From an optimization exercise on the open Yosys and OpenROAD flow, aimed at small area and a short achievable clock period; shortcuts taken in it are not production practice. Function was not checked in any run shown here: the RTL went through the layout flow alone.

==> flow/design.v (outline; a module is shown in full before it is edited, if it fits) <==
// module mas_ripple_carry_adder_4b: 18 lines
// module mas_ripple_carry_adder_8b: 27 lines
// module mas_ripple_carry_adder_16b: 27 lines
// module mas_ripple_carry_adder_32b: 27 lines
// module mas_mul_vedic_2x2: 10 lines
// module mas_mul_vedic_4x4: 46 lines
// module mas_mul_vedic_8x8: 46 lines
// module mas_mul_vedic_16x16: 46 lines
// module mas_mul_vedic_32x32: 2141 lines
// module mas_mul_fa: 4 lines
// module mas_mul_ha: 4 lines
// module mas_mul_bsel: 3 lines
// module mas_mul_bseli: 3 lines
module mas_mul_vedic_32x32 (
  input               clk,
  input               rstn,
  input        [31:0] in1,
  input        [31:0] in2,
  output logic [63:0] res
);
  // ...
==> flow/flow/run.sh <==
#!/bin/bash
# The standard layout, with plain buffers (not delay cells) on the ports.
export BUFFER_PORTS_ARGS="-buffer_cell sky130_fd_sc_hd__buf_2"
bash standard.sh > standard.log 2>&1
==> flow/standard.sh <==
#!/bin/bash
# synth_recipe.tcl (not shown) runs the flow's synth.tcl, then flattens the netlist and writes it again
# the make line also repeats each setting of config.mk as NAME=value (left out here)
make -C /OpenROAD-flow-scripts/flow DESIGN_CONFIG=/design/flow/config.mk WORK_HOME=/design/flow/orfs CLKGATE_MAP_FILE= SYNTH_SCRIPT=/design/flow/synth_recipe.tcl "${@:-finish}"
==> flow/config.mk <==
export PLATFORM = sky130hd
export DESIGN_NAME = mas_mul_vedic_32x32
export DESIGN_NICKNAME = mas_mul_vedic_32x32
export VERILOG_FILES = /design/flow/design.v
export SDC_FILE = /design/flow/constraint.sdc
export NUM_CORES = 4
export LEC_CHECK = 0
export ABC_AREA = 1
export CAP_MARGIN = 60
export CORE_MARGIN = 2
export CORE_UTILIZATION = 55
export SLEW_MARGIN = 60
export SYNTH_HIERARCHICAL = 1
==> flow/constraint.sdc <==
create_clock -name core_clock -period 25.0 [get_ports {clk}]
set_input_delay 5.0000 -clock core_clock [delete_from_list [all_inputs] [get_ports {clk}]]
set_output_delay 5.0000 -clock core_clock [all_outputs]
set_load 0.01 [all_outputs]
==> flow_summary.toml, run 1 <==
[synthesis]
synth_top_family_by_area = "adder cells"
ys_types = 37
yosysWarnings = 7
synthSimpleGateAreaFrac_pct = 8.438
synth_area_leaders = "fa_1 (36%), xor2_1 (18%), o22ai_1 (12%)"
synth_top_area_share_pct = 36.14
synth_compound_area_share_pct = 13.54
synthAdderAreaFrac_pct = 41.04
synth-edff-count = 0
muxShareOfSynthArea_pct = 0
synth_most_common_cell = "xor2_1"

[setup_path]
r2r_cells = 19
crit_chain = "buf_4 -> o22ai_1 -> xor2_1 -> fa_1 -> fa_1 -> fa_1 -> fa_1 -> fa_1 -> fa_1 -> ha_1 -> nand2_1 -> nor2_2 -> nand2_2 -> inv_1 -> nand4_2 -> nor3_1 -> nand2_1 -> nand3_1 -> nand2_1"
timing.rr.end = "res[50]$_DFF_PN0_"
worstPathMaxFanout = 21

[grt]
globalRouteMet1Util_pct = 47.67
grtUsageMet2_pct = 54.70

[placement]
placed_area_sq_um = 27730

[clocking]
root_buffer = "clkbuf_16"
postCtsSetupRepairBufs = 0
clkTransAtPathRegs_ps = 80
h-tree-depth = 4

[worst_hold_path]
holdPathStages = 2

[final_layout]
final_common_cell = "xor2_1"
multiInputGateArea_sq_um = 21890
multi_input_area_share_pct = 77.14
drive_gt1_share_pct = 11.61

[run_status]
status = "timing/DRC/antenna clean"

[detailed_routing]
highest_layer = "met5"
via_per_inst = 6.560
met2_length_microns = 39360

[sta]
max_freq_mhz = 164.0
==> inputs of run 2 (changes only) <==
--- a/flow/design.v
+++ b/flow/design.v
@@ -253,21 +253,23 @@
   output logic [63:0] res
 );
 wire  [63:0] p;
 wire  [15:0] eone, etwo, eneg;
 logic [15:0] bone, btwo, bneg;    
 logic        nb31;                
 logic [31:0] na;                  
 always_ff @(posedge clk, negedge rstn) begin
-  if (!rstn) res <= '0;
-  else       res <= p;
-end
-always_ff @(posedge clk) begin
-  na <= ~(in1 & {32{rstn}});
+  if (!rstn) begin
+    na  <= '1;
+    res <= '0;
+  end else begin
+    na  <= ~in1;
+    res <= p;
+  end
 end
 always_ff @(posedge clk) begin
   bone <= eone;
   btwo <= etwo;
   bneg <= eneg;
 end
 always_ff @(posedge clk) begin
   nb31 <= ~in2[31];
@@ -1159,79 +1161,79 @@
 mas_mul_fa u_s212 (.a(pp_11_10), .b(pp_12_8), .c(pp_13_6), .s(s212), .co(c213));
 wire s214, c215;
 mas_mul_fa u_s214 (.a(pp_14_4), .b(pp_15_2), .c(c40), .s(s214), .co(c215));
 wire s216, c217;
 mas_mul_fa u_s216 (.a(c34), .b(c36), .c(c38), .s(s216), .co(c217));
 wire s218, c219;
 mas_mul_fa u_s218 (.a(s41), .b(s43), .c(s45), .s(s218), .co(c219));
 wire s220, c221;
-mas_mul_fa u_s220 (.a(s49), .b(pp_12_9), .c(pp_13_7), .s(s220), .co(c221));
+mas_mul_fa u_s220 (.a(pp_12_9), .b(pp_13_7), .c(pp_14_5), .s(s220), .co(c221));
 wire s222, c223;
-mas_mul_fa u_s222 (.a(pp_14_5), .b(pp_15_3), .c(s57), .s(s222), .co(c223));
+mas_mul_fa u_s222 (.a(pp_15_3), .b(s49), .c(s57), .s(s222), .co(c223));
 wire s224, c225;
 mas_mul_fa u_s224 (.a(c42), .b(c44), .c(c46), .s(s224), .co(c225));
 wire s226, c227;
 mas_mul_fa u_s226 (.a(c48), .b(s51), .c(s53), .s(s226), .co(c227));
 wire s228, c229;
-mas_mul_fa u_s228 (.a(c50), .b(pp_13_8), .c(pp_14_6), .s(s228), .co(c229));
+mas_mul_fa u_s228 (.a(pp_13_8), .b(pp_14_6), .c(pp_15_4), .s(s228), .co(c229));
 wire s230, c231;
-mas_mul_fa u_s230 (.a(pp_15_4), .b(c58), .c(s59), .s(s230), .co(c231));
+mas_mul_fa u_s230 (.a(c50), .b(c58), .c(s59), .s(s230), .co(c231));
 wire s232, c233;
 mas_mul_fa u_s232 (.a(s67), .b(c52), .c(c54), .s(s232), .co(c233));
 wire s234, c235;
 mas_mul_fa u_s234 (.a(c56), .b(s61), .c(s63), .s(s234), .co(c235));
 wire s236, c237;
 mas_mul_fa u_s236 (.a(pp_12_11), .b(pp_13_9), .c(pp_14_7), .s(s236), .co(c237));
 wire s238, c239;
 mas_mul_fa u_s238 (.a(pp_15_5), .b(c60), .c(c68), .s(s238), .co(c239));
 wire s240, c241;
 mas_mul_fa u_s240 (.a(s69), .b(c62), .c(c64), .s(s240), .co(c241));
 wire s242, c243;
 mas_mul_fa u_s242 (.a(c66), .b(s71), .c(s73), .s(s242), .co(c243));
 wire s244, c245;
 mas_mul_fa u_s244 (.a(pp_11_14), .b(pp_12_12), .c(pp_13_10), .s(s244), .co(c245));
 wire s246, c247;
-mas_mul_fa u_s246 (.a(pp_14_8), .b(pp_15_6), .c(c70), .s(s246), .co(c247));
+mas_mul_fa u_s246 (.a(pp_14_8), .b(pp_15_6), .c(s77), .s(s246), .co(c247));
 wire s248, c249;
-mas_mul_fa u_s248 (.a(s77), .b(s83), .c(c72), .s(s248), .co(c249));
+mas_mul_fa u_s248 (.a(s83), .b(c70), .c(c72), .s(s248), .co(c249));
 wire s250, c251;
 mas_mul_fa u_s250 (.a(c74), .b(c76), .c(s79), .s(s250), .co(c251));
 wire s252, c253;
 mas_mul_fa u_s252 (.a(pp_10_17), .b(pp_11_15), .c(pp_12_13), .s(s252), .co(c253));
 wire s254, c255;
 mas_mul_fa u_s254 (.a(pp_13_11), .b(pp_14_9), .c(pp_15_7), .s(s254), .co(c255));
 wire s256, c257;
 mas_mul_fa u_s256 (.a(c78), .b(c84), .c(s85), .s(s256), .co(c257));
 wire s258, c259;
 mas_mul_fa u_s258 (.a(c80), .b(c82), .c(s87), .s(s258), .co(c259));
 wire s260, c261;
 mas_mul_fa u_s260 (.a(pp_9_20), .b(pp_10_18), .c(pp_11_16), .s(s260), .co(c261));
 wire s262, c263;
 mas_mul_fa u_s262 (.a(pp_12_14), .b(pp_13_12), .c(pp_14_10), .s(s262), .co(c263));
 wire s264, c265;
-mas_mul_fa u_s264 (.a(pp_15_8), .b(c86), .c(s91), .s(s264), .co(c265));
+mas_mul_fa u_s264 (.a(pp_15_8), .b(s91), .c(s95), .s(s264), .co(c265));
 wire s266, c267;
-mas_mul_fa u_s266 (.a(s95), .b(c88), .c(c90), .s(s266), .co(c267));
+mas_mul_fa u_s266 (.a(c86), .b(c88), .c(c90), .s(s266), .co(c267));
 wire s268, c269;
 mas_mul_fa u_s268 (.a(pp_8_23), .b(pp_9_21), .c(pp_10_19), .s(s268), .co(c269));
 wire s270, c271;
 mas_mul_fa u_s270 (.a(pp_11_17), .b(pp_12_15), .c(pp_13_13), .s(s270), .co(c271));
 wire s272, c273;
 mas_mul_fa u_s272 (.a(pp_14_11), .b(pp_15_9), .c(c92), .s(s272), .co(c273));
 wire s274, c275;
 mas_mul_fa u_s274 (.a(c96), .b(s97), .c(c94), .s(s274), .co(c275));
 wire s276, c277;
 mas_mul_fa u_s276 (.a(pp_7_26), .b(pp_8_24), .c(pp_9_22), .s(s276), .co(c277));
 wire s278, c279;
 mas_mul_fa u_s278 (.a(pp_10_20), .b(pp_11_18), .c(pp_12_16), .s(s278), .co(c279));
 wire s280, c281;
 mas_mul_fa u_s280 (.a(pp_13_14), .b(pp_14_12), .c(pp_15_10), .s(s280), .co(c281));
 wire s282, c283;
-mas_mul_fa u_s282 (.a(c98), .b(s101), .c(s103), .s(s282), .co(c283));
+mas_mul_fa u_s282 (.a(s101), .b(s103), .c(c98), .s(s282), .co(c283));
 wire s284, c285;
 mas_mul_fa u_s284 (.a(pp_6_29), .b(pp_7_27), .c(pp_8_25), .s(s284), .co(c285));
 wire s286, c287;
 mas_mul_fa u_s286 (.a(pp_9_23), .b(pp_10_21), .c(pp_11_19), .s(s286), .co(c287));
 wire s288, c289;
 mas_mul_fa u_s288 (.a(pp_12_17), .b(pp_13_15), .c(pp_14_13), .s(s288), .co(c289));
 wire s290, c291;
 mas_mul_fa u_s290 (.a(pp_15_11), .b(c102), .c(c104), .s(s290), .co(c291));
@@ -1239,17 +1241,17 @@
 mas_mul_fa u_s292 (.a(s107), .b(pp_5_32), .c(pp_6_30), .s(s292), .co(c293));
 wire s294, c295;
 mas_mul_fa u_s294 (.a(pp_7_28), .b(pp_8_26), .c(pp_9_24), .s(s294), .co(c295));
 wire s296, c297;
 mas_mul_fa u_s296 (.a(pp_10_22), .b(pp_11_20), .c(pp_12_18), .s(s296), .co(c297));
 wire s298, c299;
 mas_mul_fa u_s298 (.a(pp_13_16), .b(pp_14_14), .c(pp_15_12), .s(s298), .co(c299));
 wire s300, c301;
-mas_mul_fa u_s300 (.a(nneg_5), .b(pp_16_10), .c(pp_16_11), .s(s300), .co(c301));
+mas_mul_fa u_s300 (.a(pp_16_10), .b(nneg_5), .c(pp_16_11), .s(s300), .co(c301));
 wire s302, c303;
 mas_mul_fa u_s302 (.a(pp_6_31), .b(pp_7_29), .c(pp_8_27), .s(s302), .co(c303));
 wire s304, c305;
 mas_mul_fa u_s304 (.a(pp_9_25), .b(pp_10_23), .c(pp_11_21), .s(s304), .co(c305));
 wire s306, c307;
 mas_mul_fa u_s306 (.a(pp_12_19), .b(pp_13_17), .c(pp_14_15), .s(s306), .co(c307));
 wire s308, c309;
 mas_mul_fa u_s308 (.a(pp_16_12), .b(pp_6_32), .c(1'b1), .s(s308), .co(c309));
@@ -1424,17 +1426,17 @@
 mas_mul_fa u_s477 (.a(c229), .b(s236), .c(s75), .s(s477), .co(c478));
 wire s479, c480;
 mas_mul_fa u_s479 (.a(c231), .b(s238), .c(c233), .s(s479), .co(c480));
 wire s481, c482;
 mas_mul_fa u_s481 (.a(c235), .b(s240), .c(s242), .s(s481), .co(c482));
 wire s483, c484;
 mas_mul_fa u_s483 (.a(c237), .b(s244), .c(s81), .s(s483), .co(c484));
 wire s485, c486;
-mas_mul_fa u_s485 (.a(s246), .b(c239), .c(s248), .s(s485), .co(c486));
+mas_mul_fa u_s485 (.a(c239), .b(s246), .c(s248), .s(s485), .co(c486));
 wire s487, c488;
 mas_mul_fa u_s487 (.a(c241), .b(c243), .c(s250), .s(s487), .co(c488));
 wire s489, c490;
 mas_mul_fa u_s489 (.a(c245), .b(s252), .c(s254), .s(s489), .co(c490));
 wire s491, c492;
 mas_mul_fa u_s491 (.a(s89), .b(c247), .c(c249), .s(s491), .co(c492));
 wire s493, c494;
 mas_mul_fa u_s493 (.a(s256), .b(c251), .c(s258), .s(s493), .co(c494));
@@ -1444,23 +1446,23 @@
 mas_mul_fa u_s497 (.a(s262), .b(s93), .c(c257), .s(s497), .co(c498));
 wire s499, c500;
 mas_mul_fa u_s499 (.a(s264), .b(c259), .c(s266), .s(s499), .co(c500));
 wire s501, c502;
 mas_mul_fa u_s501 (.a(c261), .b(c263), .c(s268), .s(s501), .co(c502));
 wire s503, c504;
 mas_mul_fa u_s503 (.a(s270), .b(s99), .c(s272), .s(s503), .co(c504));
 wire s505, c506;
-mas_mul_fa u_s505 (.a(c265), .b(s274), .c(c267), .s(s505), .co(c506));
+mas_mul_fa u_s505 (.a(c265), .b(c267), .c(s274), .s(s505), .co(c506));
 wire s507, c508;
 mas_mul_fa u_s507 (.a(c269), .b(c271), .c(c100), .s(s507), .co(c508));
 wire s509, c510;
 mas_mul_fa u_s509 (.a(s276), .b(s278), .c(s280), .s(s509), .co(c510));
 wire s511, c512;
-mas_mul_fa u_s511 (.a(c273), .b(c275), .c(s282), .s(s511), .co(c512));
+mas_mul_fa u_s511 (.a(c273), .b(s282), .c(c275), .s(s511), .co(c512));
 wire s513, c514;
 mas_mul_fa u_s513 (.a(s105), .b(c277), .c(c279), .s(s513), .co(c514));
 wire s515, c516;
 mas_mul_fa u_s515 (.a(c281), .b(s284), .c(s286), .s(s515), .co(c516));
 wire s517, c518;
 mas_mul_fa u_s517 (.a(s288), .b(c283), .c(s290), .s(s517), .co(c518));
 wire s519, c520;
 mas_mul_fa u_s519 (.a(c106), .b(c285), .c(c287), .s(s519), .co(c520));
@@ -1470,59 +1472,59 @@
 mas_mul_fa u_s523 (.a(s296), .b(s298), .c(c291), .s(s523), .co(c524));
 wire s525, c526;
 mas_mul_fa u_s525 (.a(pp_15_13), .b(s300), .c(c293), .s(s525), .co(c526));
 wire s527, c528;
 mas_mul_fa u_s527 (.a(c295), .b(c297), .c(c299), .s(s527), .co(c528));
 wire s529, c530;
 mas_mul_fa u_s529 (.a(s302), .b(s304), .c(s306), .s(s529), .co(c530));
 wire s531, c532;
-mas_mul_fa u_s531 (.a(c301), .b(pp_15_14), .c(s308), .s(s531), .co(c532));
+mas_mul_fa u_s531 (.a(pp_15_14), .b(c301), .c(s308), .s(s531), .co(c532));
 wire s533, c534;
 mas_mul_fa u_s533 (.a(s314), .b(c303), .c(c305), .s(s533), .co(c534));
 wire s535, c536;
 mas_mul_fa u_s535 (.a(c307), .b(s310), .c(s312), .s(s535), .co(c536));
 wire s537, c538;
 mas_mul_fa u_s537 (.a(pp_14_17), .b(pp_15_15), .c(c309), .s(s537), .co(c538));
 wire s539, c540;
 mas_mul_fa u_s539 (.a(c315), .b(s316), .c(c311), .s(s539), .co(c540));
 wire s541, c542;
 mas_mul_fa u_s541 (.a(c313), .b(s318), .c(s320), .s(s541), .co(c542));
 wire s543, c544;
 mas_mul_fa u_s543 (.a(pp_13_20), .b(pp_14_18), .c(pp_15_16), .s(s543), .co(c544));
 wire s545, c546;
-mas_mul_fa u_s545 (.a(c317), .b(s322), .c(s326), .s(s545), .co(c546));
+mas_mul_fa u_s545 (.a(s322), .b(s326), .c(c317), .s(s545), .co(c546));
 wire s547, c548;
 mas_mul_fa u_s547 (.a(c319), .b(c321), .c(s324), .s(s547), .co(c548));
 wire s549, c550;
 mas_mul_fa u_s549 (.a(pp_12_23), .b(pp_13_21), .c(pp_14_19), .s(s549), .co(c550));
 wire s551, c552;
 mas_mul_fa u_s551 (.a(pp_15_17), .b(c323), .c(c327), .s(s551), .co(c552));
 wire s553, c554;
 mas_mul_fa u_s553 (.a(s328), .b(c325), .c(s330), .s(s553), .co(c554));
 wire s555, c556;
 mas_mul_fa u_s555 (.a(pp_11_26), .b(pp_12_24), .c(pp_13_22), .s(s555), .co(c556));
 wire s557, c558;
-mas_mul_fa u_s557 (.a(pp_14_20), .b(pp_15_18), .c(c329), .s(s557), .co(c558));
+mas_mul_fa u_s557 (.a(pp_14_20), .b(pp_15_18), .c(s332), .s(s557), .co(c558));
 wire s559, c560;
-mas_mul_fa u_s559 (.a(s332), .b(s334), .c(c331), .s(s559), .co(c560));
+mas_mul_fa u_s559 (.a(s334), .b(c329), .c(c331), .s(s559), .co(c560));
 wire s561, c562;
 mas_mul_fa u_s561 (.a(pp_10_29), .b(pp_11_27), .c(pp_12_25), .s(s561), .co(c562));
 wire s563, c564;
 mas_mul_fa u_s563 (.a(pp_13_23), .b(pp_14_21), .c(pp_15_19), .s(s563), .co(c564));
 wire s565, c566;
 mas_mul_fa u_s565 (.a(c333), .b(c335), .c(s336), .s(s565), .co(c566));
 wire s567, c568;
 mas_mul_fa u_s567 (.a(s338), .b(pp_9_32), .c(pp_10_30), .s(s567), .co(c568));
 wire s569, c570;
 mas_mul_fa u_s569 (.a(pp_11_28), .b(pp_12_26), .c(pp_13_24), .s(s569), .co(c570));
 wire s571, c572;
 mas_mul_fa u_s571 (.a(pp_14_22), .b(pp_15_20), .c(c337), .s(s571), .co(c572));
 wire s573, c574;
-mas_mul_fa u_s573 (.a(nneg_9), .b(pp_16_18), .c(pp_16_19), .s(s573), .co(c574));
+mas_mul_fa u_s573 (.a(pp_16_18), .b(nneg_9), .c(pp_16_19), .s(s573), .co(c574));
 wire s575, c576;
 mas_mul_fa u_s575 (.a(pp_10_31), .b(pp_11_29), .c(pp_12_27), .s(s575), .co(c576));
 wire s577, c578;
 mas_mul_fa u_s577 (.a(pp_13_25), .b(pp_14_23), .c(pp_15_21), .s(s577), .co(c578));
 wire s579, c580;
 mas_mul_fa u_s579 (.a(pp_16_20), .b(pp_10_32), .c(1'b1), .s(s579), .co(c580));
 wire s581, c582;
 mas_mul_fa u_s581 (.a(pp_11_30), .b(pp_12_28), .c(pp_13_26), .s(s581), .co(c582));
@@ -1673,79 +1675,79 @@
 mas_mul_fa u_s726 (.a(c498), .b(c500), .c(s505), .s(s726), .co(c727));
 wire s728, c729;
 mas_mul_fa u_s728 (.a(c502), .b(s507), .c(c504), .s(s728), .co(c729));
 wire s730, c731;
 mas_mul_fa u_s730 (.a(s509), .b(s511), .c(c506), .s(s730), .co(c731));
 wire s732, c733;
 mas_mul_fa u_s732 (.a(c508), .b(c510), .c(s513), .s(s732), .co(c733));
 wire s734, c735;
-mas_mul_fa u_s734 (.a(s515), .b(c512), .c(s517), .s(s734), .co(c735));
+mas_mul_fa u_s734 (.a(s515), .b(s517), .c(c512), .s(s734), .co(c735));
 wire s736, c737;
 mas_mul_fa u_s736 (.a(c514), .b(c516), .c(s519), .s(s736), .co(c737));
 wire s738, c739;
 mas_mul_fa u_s738 (.a(s521), .b(s523), .c(c518), .s(s738), .co(c739));
 wire s740, c741;
 mas_mul_fa u_s740 (.a(s525), .b(c520), .c(c522), .s(s740), .co(c741));
 wire s742, c743;
 mas_mul_fa u_s742 (.a(s527), .b(s529), .c(c524), .s(s742), .co(c743));
 wire s744, c745;
 mas_mul_fa u_s744 (.a(s531), .b(c526), .c(c528), .s(s744), .co(c745));
 wire s746, c747;
 mas_mul_fa u_s746 (.a(c530), .b(s533), .c(s535), .s(s746), .co(c747));
 wire s748, c749;
-mas_mul_fa u_s748 (.a(c532), .b(s537), .c(s539), .s(s748), .co(c749));
+mas_mul_fa u_s748 (.a(s537), .b(c532), .c(c534), .s(s748), .co(c749));
 wire s750, c751;
-mas_mul_fa u_s750 (.a(c534), .b(c536), .c(s541), .s(s750), .co(c751));
+mas_mul_fa u_s750 (.a(s539), .b(c536), .c(s541), .s(s750), .co(c751));
 wire s752, c753;
-mas_mul_fa u_s752 (.a(s543), .b(c538), .c(c540), .s(s752), .co(c753));
+mas_mul_fa u_s752 (.a(s543), .b(c538), .c(s545), .s(s752), .co(c753));
 wire s754, c755;
-mas_mul_fa u_s754 (.a(s545), .b(c542), .c(s547), .s(s754), .co(c755));
+mas_mul_fa u_s754 (.a(c540), .b(c542), .c(s547), .s(s754), .co(c755));
 wire s756, c757;
 mas_mul_fa u_s756 (.a(c544), .b(s549), .c(c546), .s(s756), .co(c757));
 wire s758, c759;
 mas_mul_fa u_s758 (.a(s551), .b(c548), .c(s553), .s(s758), .co(c759));
 wire s760, c761;
-mas_mul_fa u_s760 (.a(c550), .b(s555), .c(s557), .s(s760), .co(c761));
+mas_mul_fa u_s760 (.a(c550), .b(s555), .c(c552), .s(s760), .co(c761));
 wire s762, c763;
-mas_mul_fa u_s762 (.a(c552), .b(s559), .c(c554), .s(s762), .co(c763));
+mas_mul_fa u_s762 (.a(s557), .b(s559), .c(c554), .s(s762), .co(c763));
 wire s764, c765;
 mas_mul_fa u_s764 (.a(c556), .b(s561), .c(s563), .s(s764), .co(c765));
 wire s766, c767;
 mas_mul_fa u_s766 (.a(c558), .b(c560), .c(s565), .s(s766), .co(c767));
 wire s768, c769;
 mas_mul_fa u_s768 (.a(c562), .b(c564), .c(s567), .s(s768), .co(c769));
 wire s770, c771;
-mas_mul_fa u_s770 (.a(s569), .b(s571), .c(c566), .s(s770), .co(c771));
+mas_mul_fa u_s770 (.a(s569), .b(c566), .c(s571), .s(s770), .co(c771));
 wire s772, c773;
 mas_mul_fa u_s772 (.a(s573), .b(c568), .c(c570), .s(s772), .co(c773));
 wire s774, c775;
 mas_mul_fa u_s774 (.a(s575), .b(s577), .c(c572), .s(s774), .co(c775));
 wire s776, c777;
 mas_mul_fa u_s776 (.a(c574), .b(s579), .c(s583), .s(s776), .co(c777));
 wire s778, c779;
 mas_mul_fa u_s778 (.a(c576), .b(c578), .c(s581), .s(s778), .co(c779));
 wire s780, c781;
 mas_mul_fa u_s780 (.a(pp_15_23), .b(c580), .c(c584), .s(s780), .co(c781));
 wire s782, c783;
 mas_mul_fa u_s782 (.a(s585), .b(c582), .c(s587), .s(s782), .co(c783));
 wire s784, c785;
-mas_mul_fa u_s784 (.a(pp_14_26), .b(pp_15_24), .c(c586), .s(s784), .co(c785));
+mas_mul_fa u_s784 (.a(pp_14_26), .b(pp_15_24), .c(s589), .s(s784), .co(c785));
 wire s786, c787;
-mas_mul_fa u_s786 (.a(s589), .b(s591), .c(c588), .s(s786), .co(c787));
+mas_mul_fa u_s786 (.a(s591), .b(c586), .c(c588), .s(s786), .co(c787));
 wire s788, c789;
 mas_mul_fa u_s788 (.a(pp_13_29), .b(pp_14_27), .c(pp_15_25), .s(s788), .co(c789));
 wire s790, c791;
 mas_mul_fa u_s790 (.a(c590), .b(c592), .c(s593), .s(s790), .co(c791));
 wire s792, c793;
 mas_mul_fa u_s792 (.a(s595), .b(pp_12_32), .c(pp_13_30), .s(s792), .co(c793));
 wire s794, c795;
 mas_mul_fa u_s794 (.a(pp_14_28), .b(pp_15_26), .c(c594), .s(s794), .co(c795));
 wire s796, c797;
-mas_mul_fa u_s796 (.a(nneg_12), .b(pp_16_24), .c(pp_16_25), .s(s796), .co(c797));
+mas_mul_fa u_s796 (.a(pp_16_24), .b(nneg_12), .c(pp_16_25), .s(s796), .co(c797));
 wire s798, c799;
 mas_mul_fa u_s798 (.a(pp_13_31), .b(pp_14_29), .c(pp_15_27), .s(s798), .co(c799));
 wire s800, c801;
 mas_mul_fa u_s800 (.a(pp_16_26), .b(pp_13_32), .c(1'b1), .s(s800), .co(c801));
 wire s802, c803;
 mas_mul_ha u_s802 (.a(pp_14_30), .b(pp_15_28), .s(s802), .co(c803));
 wire s804, c805;
 mas_mul_fa u_s804 (.a(nneg_13), .b(pp_16_27), .c(pp_14_31), .s(s804), .co(c805));
@@ -1788,19 +1790,19 @@
 mas_mul_fa u_s841 (.a(c649), .b(s652), .c(c651), .s(s841), .co(c842));
 wire s843, c844;
 mas_mul_fa u_s843 (.a(c653), .b(s656), .c(c655), .s(s843), .co(c844));
 wire s845, c846;
 mas_mul_fa u_s845 (.a(c657), .b(s660), .c(c659), .s(s845), .co(c846));
 wire s847, c848;
 mas_mul_fa u_s847 (.a(c661), .b(s664), .c(c663), .s(s847), .co(c848));
 wire s849, c850;
-mas_mul_fa u_s849 (.a(c665), .b(s668), .c(c667), .s(s849), .co(c850));
+mas_mul_fa u_s849 (.a(c665), .b(c667), .c(s668), .s(s849), .co(c850));
 wire s851, c852;
-mas_mul_fa u_s851 (.a(c669), .b(s672), .c(c671), .s(s851), .co(c852));
+mas_mul_fa u_s851 (.a(c669), .b(c671), .c(s672), .s(s851), .co(c852));
 wire s853, c854;
 mas_mul_fa u_s853 (.a(c673), .b(s676), .c(c675), .s(s853), .co(c854));
 wire s855, c856;
 mas_mul_fa u_s855 (.a(c677), .b(s680), .c(c679), .s(s855), .co(c856));
 wire s857, c858;
 mas_mul_fa u_s857 (.a(c681), .b(s684), .c(c683), .s(s857), .co(c858));
 wire s859, c860;
 mas_mul_fa u_s859 (.a(c685), .b(s688), .c(c687), .s(s859), .co(c860));
@@ -1812,65 +1814,65 @@
 mas_mul_fa u_s865 (.a(c697), .b(s700), .c(c699), .s(s865), .co(c866));
 wire s867, c868;
 mas_mul_fa u_s867 (.a(c701), .b(s704), .c(c703), .s(s867), .co(c868));
 wire s869, c870;
 mas_mul_fa u_s869 (.a(c705), .b(s708), .c(c707), .s(s869), .co(c870));
 wire s871, c872;
 mas_mul_fa u_s871 (.a(c709), .b(s712), .c(c711), .s(s871), .co(c872));
 wire s873, c874;
-mas_mul_fa u_s873 (.a(c713), .b(s716), .c(c715), .s(s873), .co(c874));
+mas_mul_fa u_s873 (.a(s716), .b(c713), .c(c715), .s(s873), .co(c874));
 wire s875, c876;
-mas_mul_fa u_s875 (.a(c717), .b(s720), .c(c719), .s(s875), .co(c876));
+mas_mul_fa u_s875 (.a(c717), .b(s720), .c(s722), .s(s875), .co(c876));
 wire s877, c878;
-mas_mul_fa u_s877 (.a(c721), .b(s724), .c(c723), .s(s877), .co(c878));
+mas_mul_fa u_s877 (.a(s724), .b(c721), .c(c723), .s(s877), .co(c878));
 wire s879, c880;
 mas_mul_fa u_s879 (.a(c725), .b(s728), .c(c727), .s(s879), .co(c880));
 wire s881, c882;
-mas_mul_fa u_s881 (.a(c729), .b(s732), .c(c731), .s(s881), .co(c882));
+mas_mul_fa u_s881 (.a(c729), .b(s732), .c(s734), .s(s881), .co(c882));
 wire s883, c884;
 mas_mul_fa u_s883 (.a(c733), .b(s736), .c(s738), .s(s883), .co(c884));
 wire s885, c886;
 mas_mul_fa u_s885 (.a(c737), .b(s740), .c(s742), .s(s885), .co(c886));
 wire s887, c888;
 mas_mul_fa u_s887 (.a(s744), .b(c741), .c(c743), .s(s887), .co(c888));
 wire s889, c890;
 mas_mul_fa u_s889 (.a(c745), .b(s748), .c(c747), .s(s889), .co(c890));
 wire s891, c892;
 mas_mul_fa u_s891 (.a(s752), .b(c749), .c(c751), .s(s891), .co(c892));
 wire s893, c894;
-mas_mul_fa u_s893 (.a(c753), .b(s756), .c(c755), .s(s893), .co(c894));
+mas_mul_fa u_s893 (.a(s756), .b(c753), .c(c755), .s(s893), .co(c894));
 wire s895, c896;
 mas_mul_fa u_s895 (.a(c757), .b(s760), .c(c759), .s(s895), .co(c896));
 wire s897, c898;
 mas_mul_fa u_s897 (.a(s764), .b(c761), .c(s766), .s(s897), .co(c898));
 wire s899, c900;
 mas_mul_fa u_s899 (.a(c765), .b(s768), .c(c767), .s(s899), .co(c900));
 wire s901, c902;
 mas_mul_fa u_s901 (.a(c769), .b(s772), .c(s774), .s(s901), .co(c902));
 wire s903, c904;
 mas_mul_fa u_s903 (.a(s776), .b(c773), .c(s778), .s(s903), .co(c904));
 wire s905, c906;
 mas_mul_fa u_s905 (.a(c777), .b(s780), .c(c779), .s(s905), .co(c906));
 wire s907, c908;
-mas_mul_fa u_s907 (.a(s784), .b(c781), .c(s786), .s(s907), .co(c908));
+mas_mul_fa u_s907 (.a(c781), .b(s784), .c(s786), .s(s907), .co(c908));
 wire s909, c910;
 mas_mul_fa u_s909 (.a(s788), .b(c785), .c(c787), .s(s909), .co(c910));
 wire s911, c912;
-mas_mul_fa u_s911 (.a(c789), .b(s792), .c(s794), .s(s911), .co(c912));
+mas_mul_fa u_s911 (.a(c789), .b(s792), .c(c791), .s(s911), .co(c912));
 wire s913, c914;
 mas_mul_fa u_s913 (.a(s796), .b(c793), .c(s798), .s(s913), .co(c914));
 wire s915, c916;
 mas_mul_fa u_s915 (.a(c797), .b(s800), .c(s802), .s(s915), .co(c916));
 wire s917, c918;
 mas_mul_fa u_s917 (.a(pp_15_29), .b(c801), .c(c803), .s(s917), .co(c918));
 wire s919, c920;
 mas_mul_fa u_s919 (.a(s806), .b(pp_14_32), .c(pp_15_30), .s(s919), .co(c920));
 wire s921, c922;
-mas_mul_fa u_s921 (.a(nneg_14), .b(pp_16_28), .c(pp_16_29), .s(s921), .co(c922));
+mas_mul_fa u_s921 (.a(pp_16_28), .b(nneg_14), .c(pp_16_29), .s(s921), .co(c922));
 wire s923 = ~pp_16_30;
 wire s924, c925;
 mas_mul_ha u_s924 (.a(neg_1), .b(pp_0_2), .s(s924), .co(c925));
 wire s926, c927;
 mas_mul_ha u_s926 (.a(pp_0_3), .b(pp_1_1), .s(s926), .co(c927));
 wire s928, c929;
 mas_mul_fa u_s928 (.a(pp_1_2), .b(pp_2_0), .c(s807), .s(s928), .co(c929));
 wire s930, c931;
@@ -1935,67 +1937,67 @@
 mas_mul_fa u_s988 (.a(s706), .b(c866), .c(s867), .s(s988), .co(c989));
 wire s990, c991;
 mas_mul_fa u_s990 (.a(s710), .b(c868), .c(s869), .s(s990), .co(c991));
 wire s992, c993;
 mas_mul_fa u_s992 (.a(s714), .b(c870), .c(s871), .s(s992), .co(c993));
 wire s994, c995;
 mas_mul_fa u_s994 (.a(s718), .b(c872), .c(s873), .s(s994), .co(c995));
 wire s996, c997;
-mas_mul_fa u_s996 (.a(s722), .b(c874), .c(s875), .s(s996), .co(c997));
+mas_mul_fa u_s996 (.a(c719), .b(c874), .c(s875), .s(s996), .co(c997));
 wire s998, c999;
 mas_mul_fa u_s998 (.a(s726), .b(c876), .c(s877), .s(s998), .co(c999));
 wire s1000, c1001;
 mas_mul_fa u_s1000 (.a(s730), .b(c878), .c(s879), .s(s1000), .co(c1001));
 wire s1002, c1003;
-mas_mul_fa u_s1002 (.a(s734), .b(c880), .c(s881), .s(s1002), .co(c1003));
+mas_mul_fa u_s1002 (.a(c731), .b(s881), .c(c880), .s(s1002), .co(c1003));
 wire s1004, c1005;
 mas_mul_fa u_s1004 (.a(c735), .b(s883), .c(c882), .s(s1004), .co(c1005));
 wire s1006, c1007;
 mas_mul_fa u_s1006 (.a(c739), .b(s885), .c(c884), .s(s1006), .co(c1007));
 wire s1008, c1009;
-mas_mul_fa u_s1008 (.a(s746), .b(c886), .c(s887), .s(s1008), .co(c1009));
+mas_mul_fa u_s1008 (.a(s746), .b(s887), .c(c886), .s(s1008), .co(c1009));
 wire s1010, c1011;
 mas_mul_fa u_s1010 (.a(s750), .b(c888), .c(s889), .s(s1010), .co(c1011));
 wire s1012, c1013;
 mas_mul_fa u_s1012 (.a(s754), .b(c890), .c(s891), .s(s1012), .co(c1013));
 wire s1014, c1015;
 mas_mul_fa u_s1014 (.a(s758), .b(c892), .c(s893), .s(s1014), .co(c1015));
 wire s1016, c1017;
-mas_mul_fa u_s1016 (.a(s762), .b(c894), .c(s895), .s(s1016), .co(c1017));
+mas_mul_fa u_s1016 (.a(s762), .b(s895), .c(c894), .s(s1016), .co(c1017));
 wire s1018, c1019;
-mas_mul_fa u_s1018 (.a(c763), .b(c896), .c(s897), .s(s1018), .co(c1019));
+mas_mul_fa u_s1018 (.a(c763), .b(s897), .c(c896), .s(s1018), .co(c1019));
 wire s1020, c1021;
 mas_mul_fa u_s1020 (.a(s770), .b(c898), .c(s899), .s(s1020), .co(c1021));
 wire s1022, c1023;
 mas_mul_fa u_s1022 (.a(c771), .b(s901), .c(c900), .s(s1022), .co(c1023));
 wire s1024, c1025;
 mas_mul_fa u_s1024 (.a(c775), .b(s903), .c(c902), .s(s1024), .co(c1025));
 wire s1026, c1027;
 mas_mul_fa u_s1026 (.a(s782), .b(s905), .c(c904), .s(s1026), .co(c1027));
 wire s1028, c1029;
 mas_mul_fa u_s1028 (.a(c783), .b(c906), .c(s907), .s(s1028), .co(c1029));
 wire s1030, c1031;
 mas_mul_fa u_s1030 (.a(s790), .b(s909), .c(c908), .s(s1030), .co(c1031));
 wire s1032, c1033;
-mas_mul_fa u_s1032 (.a(c791), .b(c910), .c(s911), .s(s1032), .co(c1033));
+mas_mul_fa u_s1032 (.a(s794), .b(c910), .c(s911), .s(s1032), .co(c1033));
 wire s1034, c1035;
 mas_mul_fa u_s1034 (.a(c795), .b(s913), .c(c912), .s(s1034), .co(c1035));
 wire s1036, c1037;
 mas_mul_fa u_s1036 (.a(c799), .b(s915), .c(c914), .s(s1036), .co(c1037));
 wire s1038, c1039;
 mas_mul_fa u_s1038 (.a(s804), .b(c916), .c(s917), .s(s1038), .co(c1039));
 wire s1040, c1041;
 mas_mul_fa u_s1040 (.a(c805), .b(s919), .c(c918), .s(s1040), .co(c1041));
 wire s1042, c1043;
 mas_mul_fa u_s1042 (.a(pp_15_31), .b(s921), .c(c920), .s(s1042), .co(c1043));
 wire s1044, c1045;
-mas_mul_fa u_s1044 (.a(s923), .b(c922), .c(pp_15_32), .s(s1044), .co(c1045));
+mas_mul_fa u_s1044 (.a(s923), .b(pp_15_32), .c(c922), .s(s1044), .co(c1045));
 wire s1046, c1047;
-mas_mul_fa u_s1046 (.a(nneg_15), .b(pp_16_30), .c(pp_16_31), .s(s1046), .co(c1047));
+mas_mul_fa u_s1046 (.a(pp_16_30), .b(nneg_15), .c(pp_16_31), .s(s1046), .co(c1047));
 wire [63:0] nx = {c1045, c1043, c1041, c1039, c1037, c1035, c1033, c1031, c1029, c1027, c1025, c1023, c1021, c1019, c1017, c1015, c1013, c1011, c1009, c1007, c1005, c1003, c1001, c999, c997, c995, c993, c991, c989, c987, c985, c983, c981, c979, c977, c975, c973, c971, c969, c967, c965, c963, c961, c959, c957, c955, c953, c951, c949, c947, c945, c943, c941, c939, c937, c935, c933, c931, c929, c927, c925, s924, pp_0_1, neg_0};
 wire [63:0] ny = {s1046, s1044, s1042, s1040, s1038, s1036, s1034, s1032, s1030, s1028, s1026, s1024, s1022, s1020, s1018, s1016, s1014, s1012, s1010, s1008, s1006, s1004, s1002, s1000, s998, s996, s994, s992, s990, s988, s986, s984, s982, s980, s978, s976, s974, s972, s970, s968, s966, s964, s962, s960, s958, s956, s954, s952, s950, s948, s946, s944, s942, s940, s938, s936, s934, s932, s930, s928, s926, pp_1_0, 1'b0, pp_0_0};
 wire [63:0] g0 = nx & ny;
 wire [63:0] p0 = nx ^ ny;
 wire sg1048 = g0[1] | (p0[1] & g0[0]);
 wire sp1049 = p0[1] & p0[0];
 wire sg1050 = g0[3] | (p0[3] & g0[2]);
 wire sp1051 = p0[3] & p0[2];
@@ -2374,22 +2376,18 @@
 wire sg1424 = sg1360 | (sp1361 & sg1334);
 wire sp1425 = sp1361 & sp1335;
 wire sg1426 = sg1362 | (sp1363 & sg1334);
 wire sp1427 = sp1363 & sp1335;
 wire sg1428 = sg1364 | (sp1365 & sg1334);
 wire sp1429 = sp1365 & sp1335;
 wire sg1430 = sg1366 | (sp1367 & sg1334);
 wire sp1431 = sp1367 & sp1335;
-wire sel33_0 = p0[33] ^ g0[32];
-wire sel33_1 = p0[33] ^ (g0[32] | p0[32]);
-wire sel33 = sg1334 ? sel33_1 : sel33_0;
-wire [63:0] cc = {sg1428, sg1426, sg1424, sg1422, sg1420, sg1418, sg1416, sg1414, sg1412, sg1410, sg1408, sg1406, sg1404, sg1402, sg1400, sg1398, sg1396, sg1394, sg1392, sg1390, sg1388, sg1386, sg1384, sg1382, sg1380, sg1378, sg1376, sg1374, sg1372, sg1370, 1'b0, sg1334, sg1332, sg1330, sg1328, sg1326, sg1324, sg1322, sg1320, sg1318, sg1316, sg1314, sg1312, sg1310, sg1308, sg1306, sg1304, sg1254, sg1252, sg1250, sg1248, sg1246, sg1244, sg1242, sg1240, sg1182, sg1180, sg1178, sg1176, sg1114, sg1112, sg1048, g0[0], 1'b0};
-wire [63:0] q = p0 ^ cc;
-assign p = {q[63:34], sel33, q[32:0]};
+wire [63:0] cc = {sg1428, sg1426, sg1424, sg1422, sg1420, sg1418, sg1416, sg1414, sg1412, sg1410, sg1408, sg1406, sg1404, sg1402, sg1400, sg1398, sg1396, sg1394, sg1392, sg1390, sg1388, sg1386, sg1384, sg1382, sg1380, sg1378, sg1376, sg1374, sg1372, sg1370, sg1368, sg1334, sg1332, sg1330, sg1328, sg1326, sg1324, sg1322, sg1320, sg1318, sg1316, sg1314, sg1312, sg1310, sg1308, sg1306, sg1304, sg1254, sg1252, sg1250, sg1248, sg1246, sg1244, sg1242, sg1240, sg1182, sg1180, sg1178, sg1176, sg1114, sg1112, sg1048, g0[0], 1'b0};
+assign p = p0 ^ cc;
 endmodule
 module mas_mul_fa (input a, input b, input c, output s, output co);
 assign s  = a ^ b ^ c;
 assign co = (a & b) | (a & c) | (b & c);
 endmodule
 module mas_mul_ha (input a, input b, output s, output co);
 assign s  = a ^ b;
 assign co = a & b;
==> flow_summary.toml, run 2 <==
[run_status]
status = "timing/DRC/antenna clean"

[detailed_routing]
drtPass1Iterations = 6
via_per_inst = 6.363
vias = 21950
ant_nets = 0
wirelength_microns = 87330
wl_per_cell_microns = 25.32
drtIter0Drc = 2314
drc = 0

[sta]
min_period_ps = 6123
rsz0062_at_grt = "no"
maxSlewHeadroom_pct = 58.58
timing.final.crit_share_pct = 24.49
hold_violations = 0
final.setup.tns_ps = 0
skew_ps = 13.56
max_freq_mhz = 163.3
hold_ws_ps = 781.2
worst_pin_slew_ps = 621.2
finalSetupViolCount = 0
drv_slew = 0

[setup_path]
worst_path_most_repeated_cell = "fa_1"
cp_slowest_cell = "dfstp_4"
r2r_cells = 16
cp-end-kind = "register"
worstPathMaxFanout = 33
slowest_delay_ps = 870
crit_chain = "o22ai_1 -> xor2_1 -> fa_1 -> fa_1 -> fa_1 -> fa_1 -> fa_1 -> fa_1 -> ha_1 -> nand2_1 -> nor2_1 -> nand2_1 -> nor2_1 -> nand2_2 -> nand2_4 -> fa_1"
crit_type = "reg -> reg"
cp-start-kind = "register"
cp_data_arrival_time_ps = 6490
crit_required_ps = 25370

[grt]
globalRouteMet1Util_pct = 48.06
overflow = 0
antenna_found_initial = 2
first_global_vias = 23430
grtUsageMet2_pct = 54.72
grt_max_degree = 57
grt_first_pass_wirelength_microns = 136600
globalRouteMet3Util_pct = 8.912
grtUsageTotal_pct = 35.57
grt.busiest_layer = "met2"

[final_layout]
final_common_cell = "xor2_1"
antennaDiodeCount = 0
top_regs = "res x64, na x32"
largest_reg_flops = 64
drive_gt1_share_pct = 12.28
nNetsFinal = 3427
fillers = 4205
syn_to_final_growth_pct = 5.685
final_cell_mix = "xor2_1 (546), o22ai_1 (496), fa_1 (485)"
top_register = "res"

[placement]
dp_hpwl_microns = 58530
port_buffers = 129
gp_congestion = 0.8917

[synthesis]
netlist_instances = 2863
synth_most_common_cell = "xor2_1"
synth_commonest_cells = "xor2_1 (546), o22ai_1 (496), fa_1 (485)"
ys_types = 37
seq_area_frac_synth_pct = 12.67
synth-edff-count = 0
synth.avg_cell_area_sq_um = 9.439
synth_area_leaders = "fa_1 (36%), xor2_1 (18%), o22ai_1 (11%)"
ys_ff_latch = 145
synthFlopType = "dfrtp_1"
synth_area_sq_um = 27020
yosysTopAreaCell = "fa_1"
yosysWarnings = 7
async_reset_ff_share_pct = 66.21
synth_top_area_share_pct = 35.93

[floorplan]
dieArea_sq_um = 50920
start_util_pct = 55.44
core_area_sq_um = 48750
dieHeight_microns = 225.7
dieWidth_microns = 225.7
pin_count = 130
rows = 81

[clocking]
cts_sinks = 145
postCtsSetupRepairBufs = 0
clk_latency_ps = 510
cts_tree = "built"
cts_hold_buf = 0
h-tree-depth = 4
cts_resized = 0
clkTransAtPathRegs_ps = 70
root_buffer = "clkbuf_16"
cts_made_buffers = 17
clockBufferDepth = 2

[job]
drv_cap = 0

[worst_hold_path]
holdPathStages = 2
hold_class = "reg -> reg"
run 2: changes by cell type in the layout (fill, tap and decap cells not counted), sizes merged, moves of 2 or more:
cell   previous run  this run
nand2           333       298
dfstp             0        32
dfxtp            81        49
inv             146       170
buf             196       176
nor3             13        10
and3              0         2
diode             2         0
nor4              0         2
run 2: cell type report:
cell class	instances	area (sq um)	share of cell area, %
timing repair buffer	177	1091	3.820
multi-input combinational	2268	21810	76.37
tap	664	830.8	2.909
clock buffer	18	429.2	1.503
sequential	145	3593	12.58
clock inverter	14	191.4	0.6703
inverter	163	611.8	2.142
run 2: logic make-up (layout without fill, tap and decap cells):
kind of cell	Yosys count	count (layout)	share of synthesized area, %
flops	145	145	12.67
simple gates	518	518	8.061
fa+ha+maj	589	589	40.74
xor+xnor	565	565	18.31
other cells	1	11	0.01388
buf+inv	460	372	6.755
compound gates	585	585	13.45
run 2: per-module statistics from Yosys (local to each module, per instance):
module | cells inside | area (sq um) | copies in the design
mas_mul_fa | 1 | 20.02 | 480
mas_mul_vedic_32x32 | 2342 | 16900 | 1
mas_mul_ha | 1 | 12.51 | 41
run 2: per-stage QoR:
| stage | setup slack, ps | area, sq um | utilization [%] | std cells |
|---|---|---|---|---|
| 6_report | 18880 | 28560 | 58.59 | 3449 |
| 5_1_grt | 18680 | 28560 | 58.59 | 3449 |
| 4_1_cts | 18930 | 28550 | 58.57 | 3449 |
| 3_5_place_dp | 18960 | 27930 | 57.30 | 3417 |
| 3_3_place_gp | 18660 | 27720 | 56.86 | 3416 |
| 2_1_floorplan | 19450 | 27060 | - | 2873 |
run 2: final timing paths:
check / start / to / slack (ps)
hold reg to reg: bneg[0]$_DFF_P_ / res[0]$_DFF_PN0_ / 780
hold / removal: bneg[0]$_DFF_P_ / res[0]$_DFF_PN0_ / 780
max in group asynchronous: rstn / na[18]$_DFF_PN1_ / 19680
setup / recovery: na[24]$_DFF_PN1_ / res[32]$_DFF_PN0_ / 18880
min in group asynchronous: rstn / res[30]$_DFF_PN0_ / 4390
setup reg to reg: na[24]$_DFF_PN1_ / res[32]$_DFF_PN0_ / 18880
run 2: layer usage:
| layer | wire length, microns | share of wire, % |
|---|---|---|
| met1 | 35760 | 41 |
| met4 | 3556 | 4.1 |
| met2 | 39080 | 45 |
| met3 | 8896 | 10 |
| met5 | 27 | 0.031 |
run 2: critical path: cells and delay by family, from the launching register on:
kind / cells / cell delay [ps]
adders and majority gates: 8 / 3790
AOI/OAI and AO/OA: 1 / 170
DFF: 1 / 870
xor gates and xnor gates: 1 / 210
and+or+nand+nor: 6 / 880

afterwards: timing with drivers on the ports:
How much do the figures lean on ideal ports? The routed layouts below were timed once more, with nothing changed but the port constraints. Step 1 sets driving cells, clkbuf_16 on the clock port and buf_2 on the other inputs (assumed; they add their load-dependent delay and slew). Step 2 moves the port delays by t, midway between the first and last clock arrival at a register: inputs arrive t later, outputs are due t later. That takes back most of the time a late clock gives input paths. Slacks: ideal / step 1 / step 2; pairs: ideal / step 1.
run	shift t [ns]	slack for setup (ns)	worst setup path after step 2	slew at the worst register clock pin (ns)	pins driven straight from the clock port
run 1	0.554	18.903 / 18.903 / 18.903	register to register	0.08 / 0.08	1
run 2	0.558	18.877 / 18.877 / 18.877	register to register	0.07 / 0.07	1
After both steps every run listed still meets setup and hold.
